Source: an optimization exercise on an open RTL-to-GDS flow (aim: small area, a short achievable clock period and few clock cycles per item). Production flows keep margins and buffers that such runs may drop.
RTL that was checked went through simulation tests only; none was proved equivalent to the original.
No driver is modelled on the clock port, so clock power and skew are understated where the tree is cut down; a real chip needs a root buffer or a tree.
No activity file was given, so power comes from the tool's default toggle rates.

north:
==> flow/design.v <==
module AEC(clk, rst, ascii_in, ready, valid, result);
input clk;
input rst;
input ready;
input [7:0] ascii_in;
output valid;
output [6:0] result;
localparam [3:0] OP_NOP  = 4'b0000;     
localparam [3:0] OP_EQ   = 4'b0010;
localparam [3:0] OP_LP   = 4'b0001;     
localparam [3:0] OP_LPT  = 4'b0011;     
localparam [3:0] OP_RP   = 4'b0100;
localparam [3:0] OP_MUL  = 4'b0110;
localparam [3:0] OP_ADD  = 4'b1000;
localparam [3:0] OP_SUB  = 4'b1001;
reg       c_dig;
reg [3:0] c_v;
wire is_eq  = ~c_dig & (c_v == OP_EQ);
wire is_lp  = ~c_dig & ~c_v[3] & c_v[0];
wire is_lpt = ~c_dig & ~c_v[3] & c_v[1] & c_v[0];
wire is_rp  = ~c_dig & (c_v == OP_RP);
wire is_as  = ~c_dig & c_v[3];
wire is_sub = ~c_dig & c_v[3] & c_v[0];
wire is_open = ~c_dig & ~c_v[3] & ~c_v[2] & (c_v[0] | ~c_v[1]);   
wire a_grp = ~ascii_in[6] & ~ascii_in[4];           
wire a_num = ~ascii_in[6] &  ascii_in[4] & ~(ascii_in[3] & ascii_in[2]);
wire a_eq  = ~ascii_in[6] &  ascii_in[4] &   ascii_in[3] & ascii_in[2];
wire a_dig = ascii_in[6] | a_num;
wire [3:0] a_val = ascii_in[6] ? ascii_in[3:0] + 4'd9 : ascii_in[3:0];
reg  [3:0] a_op;
always @* begin
    case (ascii_in[2:0])
        3'b000:  a_op = is_open ? OP_LPT : OP_LP;
        3'b001:  a_op = OP_RP;
        3'b010:  a_op = OP_MUL;
        3'b011:  a_op = OP_ADD;
        default: a_op = OP_SUB;
    endcase
    if (!a_grp)
        a_op = a_eq ? OP_EQ : OP_NOP;
end
reg       out_v;
reg       clr;
always @(posedge clk) begin
    if (rst || is_eq || out_v) begin
        c_dig <= 1'b0;
        c_v   <= OP_NOP;
    end else begin
        c_dig <= a_dig;
        c_v   <= a_dig ? a_val : a_op;
    end
end
reg [6:0] S, M;
reg [6:0] mark;                  
reg [1:0] sp;                    
reg [6:0] DS0, DS1, DS2;         
reg [6:0] DK1, DK2;
reg [6:0] K;
wire [6:0] ctxK = (sp == 2'd1) ? 7'd1 : (sp == 2'd2) ? DK1 : DK2;
wire [6:0] ctxS = (sp == 2'd1) ? DS0 : (sp == 2'd2) ? DS1 : DS2;
wire [6:0] sum  = S + M;
wire [6:0] pp0 = c_v[0] ? M : 7'd0;
wire [6:0] pp1 = c_v[1] ? {M[5:0], 1'b0} : 7'd0;
wire [6:0] pp2 = c_v[2] ? {M[4:0], 2'b0} : 7'd0;
wire [6:0] pp3 = c_v[3] ? {M[3:0], 3'b0} : 7'd0;
wire [6:0] prod = (pp0 + pp1) + (pp2 + pp3);
wire push = is_lp & ~is_lpt;
wire pop  = is_rp & ~mark[0];
always @(posedge clk) begin
    if (clr) begin
        S <= 7'd0;
        M <= 7'd1;
        K <= 7'd1;
        sp <= 2'd0;
    end else begin
        if (c_dig)
            M <= prod;
        if (is_eq)
            S <= sum;
        if (is_as) begin
            S <= sum;
            M <= is_sub ? -K : K;
        end
        if (push) begin
            S <= 7'd0;
            K <= M;
            sp <= sp + 2'd1;
        end
        if (is_rp) begin
            S <= pop ? ctxS : 7'd0;
            M <= sum;
        end
        if (pop) begin
            sp <= sp - 2'd1;
            K <= ctxK;
        end
    end
end
always @(posedge clk) begin
    if (is_lp)
        mark <= {mark[5:0], is_lpt};
    else if (is_rp)
        mark <= {1'b0, mark[6:1]};
end
always @(posedge clk) begin
    if (push) begin
        if (sp == 2'd0) DS0 <= S;
        if (sp == 2'd1) begin DS1 <= S; DK1 <= K; end
        if (sp == 2'd2) begin DS2 <= S; DK2 <= K; end
    end
end
always @(posedge clk) begin
    out_v <= is_eq & ~rst;
    clr <= is_eq | rst;
end
assign valid = out_v;
assign result = S;
endmodule
==> flow/config.mk <==
export PLATFORM = sky130hd
export DESIGN_NAME = AEC
export DESIGN_NICKNAME = AEC
export VERILOG_FILES = /design/flow/design.v
export SDC_FILE = /design/flow/constraint.sdc
export NUM_CORES = 4
export LEC_CHECK = 0
export CAP_MARGIN = 20
export CORE_MARGIN = 2
export CORE_UTILIZATION = 40
export SLEW_MARGIN = 20
==> flow/constraint.sdc <==
create_clock -name core_clock -period 10.0 [get_ports {clk}]
set_input_delay 2.0000 -clock core_clock [delete_from_list [all_inputs] [get_ports {clk}]]
set_output_delay 2.0000 -clock core_clock [all_outputs]
set_load 0.01 [all_outputs]
standard.sh (not shown) runs the stock make flow with config.mk's settings and CLKGATE_MAP_FILE= SYNTH_SCRIPT=/design/flow/synth_recipe.tcl, a recipe that flattens the netlist after the stock synthesis.
==> flow/flow/run.sh <==
#!/bin/bash
# Standard ORFS layout, with:
#  - synthesis leaving adders to ABC (area script) instead of mapping them
#    onto the library's full/half-adder cells; same registers,
#  - ports buffered with buf_4 cells,
#  - a tighter setup target for repair_timing,
#  - the clock distributed by flow/cts_hook.tcl (one level of equal
#    buffers) instead of TritonCTS's two-level tree.
# Clock period and SDC are unchanged.
set -euo pipefail
bash standard.sh SETUP_SLACK_MARGIN=${MARGIN:-7.3} ADDER_MAP_FILE= ABC_AREA=1 \
  PRE_CTS_TCL=$PWD/flow/cts_hook.tcl \
  "BUFFER_PORTS_ARGS=-buffer_cell sky130_fd_sc_hd__buf_4" finish > std_flow.log 2>&1
Other scripts of this flow, unchanged in this note and not shown: flow/flow/cts_hook.tcl
Testbench counts of north, summed over its fixed seeds: cycles 45,688, items 4,000.
Changes in south relative to north:
-- flow/design.v --
<<< north, line 41
end
reg       out_v;
reg       clr;
always @(posedge clk) begin
    if (rst || is_eq || out_v) begin
>>> south, line 41
end
reg       out_v;
always @(posedge clk) begin
    if (rst || is_eq || out_v) begin
<<< north, line 68
wire pop  = is_rp & ~mark[0];
always @(posedge clk) begin
    if (clr) begin
        S <= 7'd0;
        M <= 7'd1;
>>> south, line 67
wire pop  = is_rp & ~mark[0];
always @(posedge clk) begin
    if (rst || out_v) begin
        S <= 7'd0;
        M <= 7'd1;
<<< north, line 110
    end
end
always @(posedge clk) begin
    out_v <= is_eq & ~rst;
    clr <= is_eq | rst;
end
assign valid = out_v;
assign result = S;
>>> south, line 109
    end
end
always @(posedge clk)
    out_v <= is_eq & ~rst;
assign valid = out_v;
assign result = S;
==> comparison <==
- Diff north -> south | routed length on met1 | up by a few percent
- Final cell count, south and north: higher on south
- The placed cell area of south and that of north are within noise of each other.
- Looking only at via count, and setting everything else aside, the higher value of south and north goes to south.
- Effective utilization at floorplan essentially unchanged between north and south.
- Post-synthesis share of cell area spent on and, or, nand and nor gates: south > north
- Comparing south and north, the higher synthesized net count is on north.
For south, only the layout was checked, not whether the RTL still works. In every run of this note, the design's own scripts or RTL, not TritonCTS, make the clock network.

========
violet:
AEC, a different RTL version from the one above (not shown whole).
Size in the first run: roughly 590 cells after synthesis, about 79 flip-flops, roughly 19 I/O pins.
==> module AEC, before the edit <==
module AEC(clk, rst, ascii_in, ready, valid, result);
input clk;
input rst;
input ready;
input [7:0] ascii_in;
output valid;
output [6:0] result;
localparam [3:0] OP_NOP  = 4'b0000;     
localparam [3:0] OP_EQ   = 4'b0010;
localparam [3:0] OP_LP   = 4'b0001;     
localparam [3:0] OP_LPT  = 4'b0011;     
localparam [3:0] OP_RP   = 4'b0100;
localparam [3:0] OP_MUL  = 4'b0110;
localparam [3:0] OP_ADD  = 4'b1000;
localparam [3:0] OP_SUB  = 4'b1001;
reg       c_dig;
reg [3:0] c_v;
wire is_eq  = ~c_dig & (c_v == OP_EQ);
wire is_lp  = ~c_dig & ~c_v[3] & c_v[0];
wire is_lpt = ~c_dig & ~c_v[3] & c_v[1] & c_v[0];
wire is_rp  = ~c_dig & (c_v == OP_RP);
wire is_as  = ~c_dig & c_v[3];
wire is_sub = ~c_dig & c_v[3] & c_v[0];
wire is_open = ~c_dig & ~c_v[3] & ~c_v[2] & (c_v[0] | ~c_v[1]);   
wire a_grp = ~ascii_in[6] & ~ascii_in[4];           
wire a_num = ~ascii_in[6] &  ascii_in[4] & ~(ascii_in[3] & ascii_in[2]);
wire a_eq  = ~ascii_in[6] &  ascii_in[4] &   ascii_in[3] & ascii_in[2];
wire a_dig = ascii_in[6] | a_num;
wire [3:0] a_val = ascii_in[6] ? ascii_in[3:0] + 4'd9 : ascii_in[3:0];
reg  [3:0] a_op;
always @* begin
    case (ascii_in[2:0])
        3'b000:  a_op = is_open ? OP_LPT : OP_LP;
        3'b001:  a_op = OP_RP;
        3'b010:  a_op = OP_MUL;
        3'b011:  a_op = OP_ADD;
        default: a_op = OP_SUB;
    endcase
    if (!a_grp)
        a_op = a_eq ? OP_EQ : OP_NOP;
end
reg       out_v;
reg       clr;
always @(posedge clk) begin
    if (rst || is_eq) begin
        c_dig <= 1'b0;
        c_v   <= OP_NOP;
        out_v <= 1'b0;
    end else begin
        c_dig <= a_dig;
        c_v   <= a_dig ? a_val : a_op;
        out_v <= a_eq;
    end
end
reg [6:0] S, M;
reg [6:0] R;                     
reg [6:0] mark;                  
reg [1:0] sp;                    
reg [6:0] DS0, DS1, DS2;         
reg [6:0] DK1, DK2;
reg [6:0] K;
wire [6:0] ctxK = (sp == 2'd1) ? 7'd1 : (sp == 2'd2) ? DK1 : DK2;
wire [6:0] ctxS = (sp == 2'd1) ? DS0 : (sp == 2'd2) ? DS1 : DS2;
wire [6:0] pp0 = c_v[0] ? M : 7'd0;
wire [6:0] pp1 = c_v[1] ? {M[5:0], 1'b0} : 7'd0;
wire [6:0] pp2 = c_v[2] ? {M[4:0], 2'b0} : 7'd0;
wire [6:0] pp3 = c_v[3] ? {M[3:0], 3'b0} : 7'd0;
wire [6:0] prod = (pp0 + pp1) + (pp2 + pp3);
wire push = is_lp & ~is_lpt;
wire pop  = is_rp & ~mark[0];
wire [6:0] Kpm = is_sub ? -K : K;
wire [6:0] X = c_dig ? S : is_as ? R : pop ? ctxS : 7'd0;
wire [6:0] Y = c_dig ? prod : is_as ? Kpm : is_rp ? R : M;
wire [6:0] Rn = X + Y;
always @(posedge clk) begin
    if (clr) begin
        S <= 7'd0;
        M <= 7'd1;
        K <= 7'd1;
        R <= 7'd1;
        sp <= 2'd0;
    end else begin
        if (c_dig | is_as | push | is_rp)
            R <= Rn;
        if (c_dig)
            M <= prod;
        if (is_as) begin
            S <= R;
            M <= Kpm;
        end
        if (push) begin
            S <= 7'd0;
            K <= M;
            sp <= sp + 2'd1;
        end
        if (is_rp) begin
            S <= pop ? ctxS : 7'd0;
            M <= R;
        end
        if (pop) begin
            sp <= sp - 2'd1;
            K <= ctxK;
        end
    end
end
always @(posedge clk) begin
    if (is_lp)
        mark <= {mark[5:0], is_lpt};
    else if (is_rp)
        mark <= {1'b0, mark[6:1]};
end
always @(posedge clk) begin
    if (push) begin
        if (sp == 2'd0) DS0 <= S;
        if (sp == 2'd1) begin DS1 <= S; DK1 <= K; end
        if (sp == 2'd2) begin DS2 <= S; DK2 <= K; end
    end
end
always @(posedge clk)
    clr <= is_eq | rst;
assign valid = out_v;
assign result = R;
endmodule
export LEC_CHECK = 0
export CAP_MARGIN = 20
export CORE_MARGIN = 2
export CORE_UTILIZATION = 40
export SLEW_MARGIN = 20
create_clock -name core_clock -period 10.0 [get_ports {clk}]
==> flow/flow/cts_hook.tcl <==
# Clock distribution in place of TritonCTS's tree, sourced by ORFS's cts.tcl
# as its PRE_CTS_TCL hook. The design has well under a hundred flip-flops,
# for which the H-tree gives two buffer levels; here the clock port drives
# CLKBUF_COUNT buffers of one size directly, each driving one group of
# flip-flops (the sinks sorted by x and cut into groups of equal size), so
# every register sees one buffer of the same kind and a similar load. The
# rest of cts.tcl (placement legalisation, repair_timing) runs as usual.
set cb_count [expr {[info exists ::env(CLKBUF_COUNT)] ? $::env(CLKBUF_COUNT) : 3}]
set cb_cell [expr {[info exists ::env(CLKBUF_CELL)] ? $::env(CLKBUF_CELL) : "sky130_fd_sc_hd__clkbuf_16"}]

set cb_db [ord::get_db]
set cb_block [ord::get_db_block]
set cb_master [$cb_db findMaster $cb_cell]
set cb_port [get_full_name [lindex [get_property [lindex [all_clocks] 0] sources] 0]]
set cb_net [[$cb_block findBTerm $cb_port] getNet]

proc cb_x { it } { return [lindex [[$it getInst] getLocation] 0] }
set cb_sinks [lsort -command {apply {{a b} {expr {[cb_x $a] - [cb_x $b]}}}} [$cb_net getITerms]]
set cb_n [llength $cb_sinks]
puts "clock distribution: $cb_n sinks, $cb_count x $cb_cell"

for {set g 0} {$g < $cb_count} {incr g} {
  set net [odb::dbNet_create $cb_block clknet_g$g]
  $net setSigType CLOCK
  set inst [odb::dbInst_create $cb_block $cb_master clkbuf_g$g]
  set lo [expr {$g * $cb_n / $cb_count}]
  set hi [expr {($g + 1) * $cb_n / $cb_count}]
  set sx 0
  set sy 0
  for {set k $lo} {$k < $hi} {incr k} {
    set it [lindex $cb_sinks $k]
    set loc [[$it getInst] getLocation]
    set sx [expr {$sx + [lindex $loc 0]}]
    set sy [expr {$sy + [lindex $loc 1]}]
    $it disconnect
    $it connect $net
  }
  set cnt [expr {$hi - $lo}]
  $inst setLocation [expr {$sx / $cnt}] [expr {$sy / $cnt}]
  $inst setPlacementStatus PLACED
  [$inst findITerm A] connect $cb_net
  [$inst findITerm X] connect $net
  puts "  clkbuf_g$g drives $cnt sinks"
}

set_propagated_clock [all_clocks]

# cts.tcl calls clock_tree_synthesis next: the clock is already distributed.
rename clock_tree_synthesis orig_clock_tree_synthesis
proc clock_tree_synthesis { args } {
  puts "clock_tree_synthesis skipped: clock distributed by cts_hook.tcl"
}
Scripts as last shown in full above: flow/flow/run.sh
[inputs] fjord vs violet
--- a/flow/design.v
+++ b/flow/design.v
@@ -42,25 +42,23 @@
 reg       out_v;
 reg       clr;
 always @(posedge clk) begin
-    if (rst || is_eq) begin
+    if (rst || is_eq || out_v) begin
         c_dig <= 1'b0;
         c_v   <= OP_NOP;
-        out_v <= 1'b0;
     end else begin
         c_dig <= a_dig;
         c_v   <= a_dig ? a_val : a_op;
-        out_v <= a_eq;
     end
 end
 reg [6:0] S, M;
-reg [6:0] R;                     
-reg [6:0] mark;                  
+reg [5:0] mark;                  
 reg [1:0] sp;                    
 reg [6:0] DS0, DS1, DS2;         
 reg [6:0] DK1, DK2;
 reg [6:0] K;
 wire [6:0] ctxK = (sp == 2'd1) ? 7'd1 : (sp == 2'd2) ? DK1 : DK2;
 wire [6:0] ctxS = (sp == 2'd1) ? DS0 : (sp == 2'd2) ? DS1 : DS2;
+wire [6:0] sum  = S + M;
 wire [6:0] pp0 = c_v[0] ? M : 7'd0;
 wire [6:0] pp1 = c_v[1] ? {M[5:0], 1'b0} : 7'd0;
 wire [6:0] pp2 = c_v[2] ? {M[4:0], 2'b0} : 7'd0;
@@ -68,25 +66,20 @@
 wire [6:0] prod = (pp0 + pp1) + (pp2 + pp3);
 wire push = is_lp & ~is_lpt;
 wire pop  = is_rp & ~mark[0];
-wire [6:0] Kpm = is_sub ? -K : K;
-wire [6:0] X = c_dig ? S : is_as ? R : pop ? ctxS : 7'd0;
-wire [6:0] Y = c_dig ? prod : is_as ? Kpm : is_rp ? R : M;
-wire [6:0] Rn = X + Y;
 always @(posedge clk) begin
     if (clr) begin
         S <= 7'd0;
         M <= 7'd1;
         K <= 7'd1;
-        R <= 7'd1;
         sp <= 2'd0;
     end else begin
-        if (c_dig | is_as | push | is_rp)
-            R <= Rn;
         if (c_dig)
             M <= prod;
+        if (is_eq)
+            S <= sum;
         if (is_as) begin
-            S <= R;
-            M <= Kpm;
+            S <= sum;
+            M <= is_sub ? -K : K;
         end
         if (push) begin
             S <= 7'd0;
@@ -95,7 +88,7 @@
         end
         if (is_rp) begin
             S <= pop ? ctxS : 7'd0;
-            M <= R;
+            M <= sum;
         end
         if (pop) begin
             sp <= sp - 2'd1;
@@ -105,9 +98,9 @@
 end
 always @(posedge clk) begin
     if (is_lp)
-        mark <= {mark[5:0], is_lpt};
+        mark <= {mark[4:0], is_lpt};
     else if (is_rp)
-        mark <= {1'b0, mark[6:1]};
+        mark <= {1'b1, mark[5:1]};
 end
 always @(posedge clk) begin
     if (push) begin
@@ -116,8 +109,10 @@
         if (sp == 2'd2) begin DS2 <= S; DK2 <= K; end
     end
 end
-always @(posedge clk)
+always @(posedge clk) begin
+    out_v <= is_eq & ~rst;
     clr <= is_eq | rst;
+end
 assign valid = out_v;
-assign result = R;
+assign result = S;
 endmodule
==> comparison <==
Compared with violet, fjord shows a data required time of the critical path that is 2.09 ns higher.
Portion of total power attributed to sequential cells: lower on fjord
fjord vs. violet: number of vias per cell after detailed routing saw a decrease, via count saw a decrease, sequential cell count saw a decrease, area of placed instances saw a decrease.
Against violet, fjord reports a hold slack that is lower.
Compared with violet, in fjord final critical delay including setup and external delays now larger; sequential share of layout area now larger.
Function was not checked in any run of this note: the RTL went through the layout flow alone. In every run of this note, the design's own scripts or RTL, not TritonCTS, make the clock network.

[re-timing with driven ports]
How much do the figures lean on ideal ports? The routed layouts below were timed once more, with nothing changed but the port constraints. Step 1 assumes that a clkbuf_16 drives the clock port and a buf_2 every other input. Step 2, shift: input delay + t, output delay - t, t = (earliest + latest rising clock arrival at the registers) / 2. This alone moves slack from input paths to output paths. a / b / c = ideal ports / drivers / drivers and shift; a / b = the first two.
run	t, ns	setup WS [ns]	latest minus earliest clock arrival (ns)	pins driven straight from the clock port
north	0.214	7.324 / 7.265 / 7.137	0.015 / 0.015	3
south	0.219	7.191 / 7.218 / 6.999	0.008 / 0.008	3
violet	0.218	7.325 / 7.265 / 7.191	0.008 / 0.008	3
fjord	0.220	7.305 / 7.260 / 7.119	0.011 / 0.011	3
After both steps every run listed still meets setup and hold. For south, which loses most, drivers alone change the setup slack by +0.027 ns; drivers and shift together by -0.192 ns.
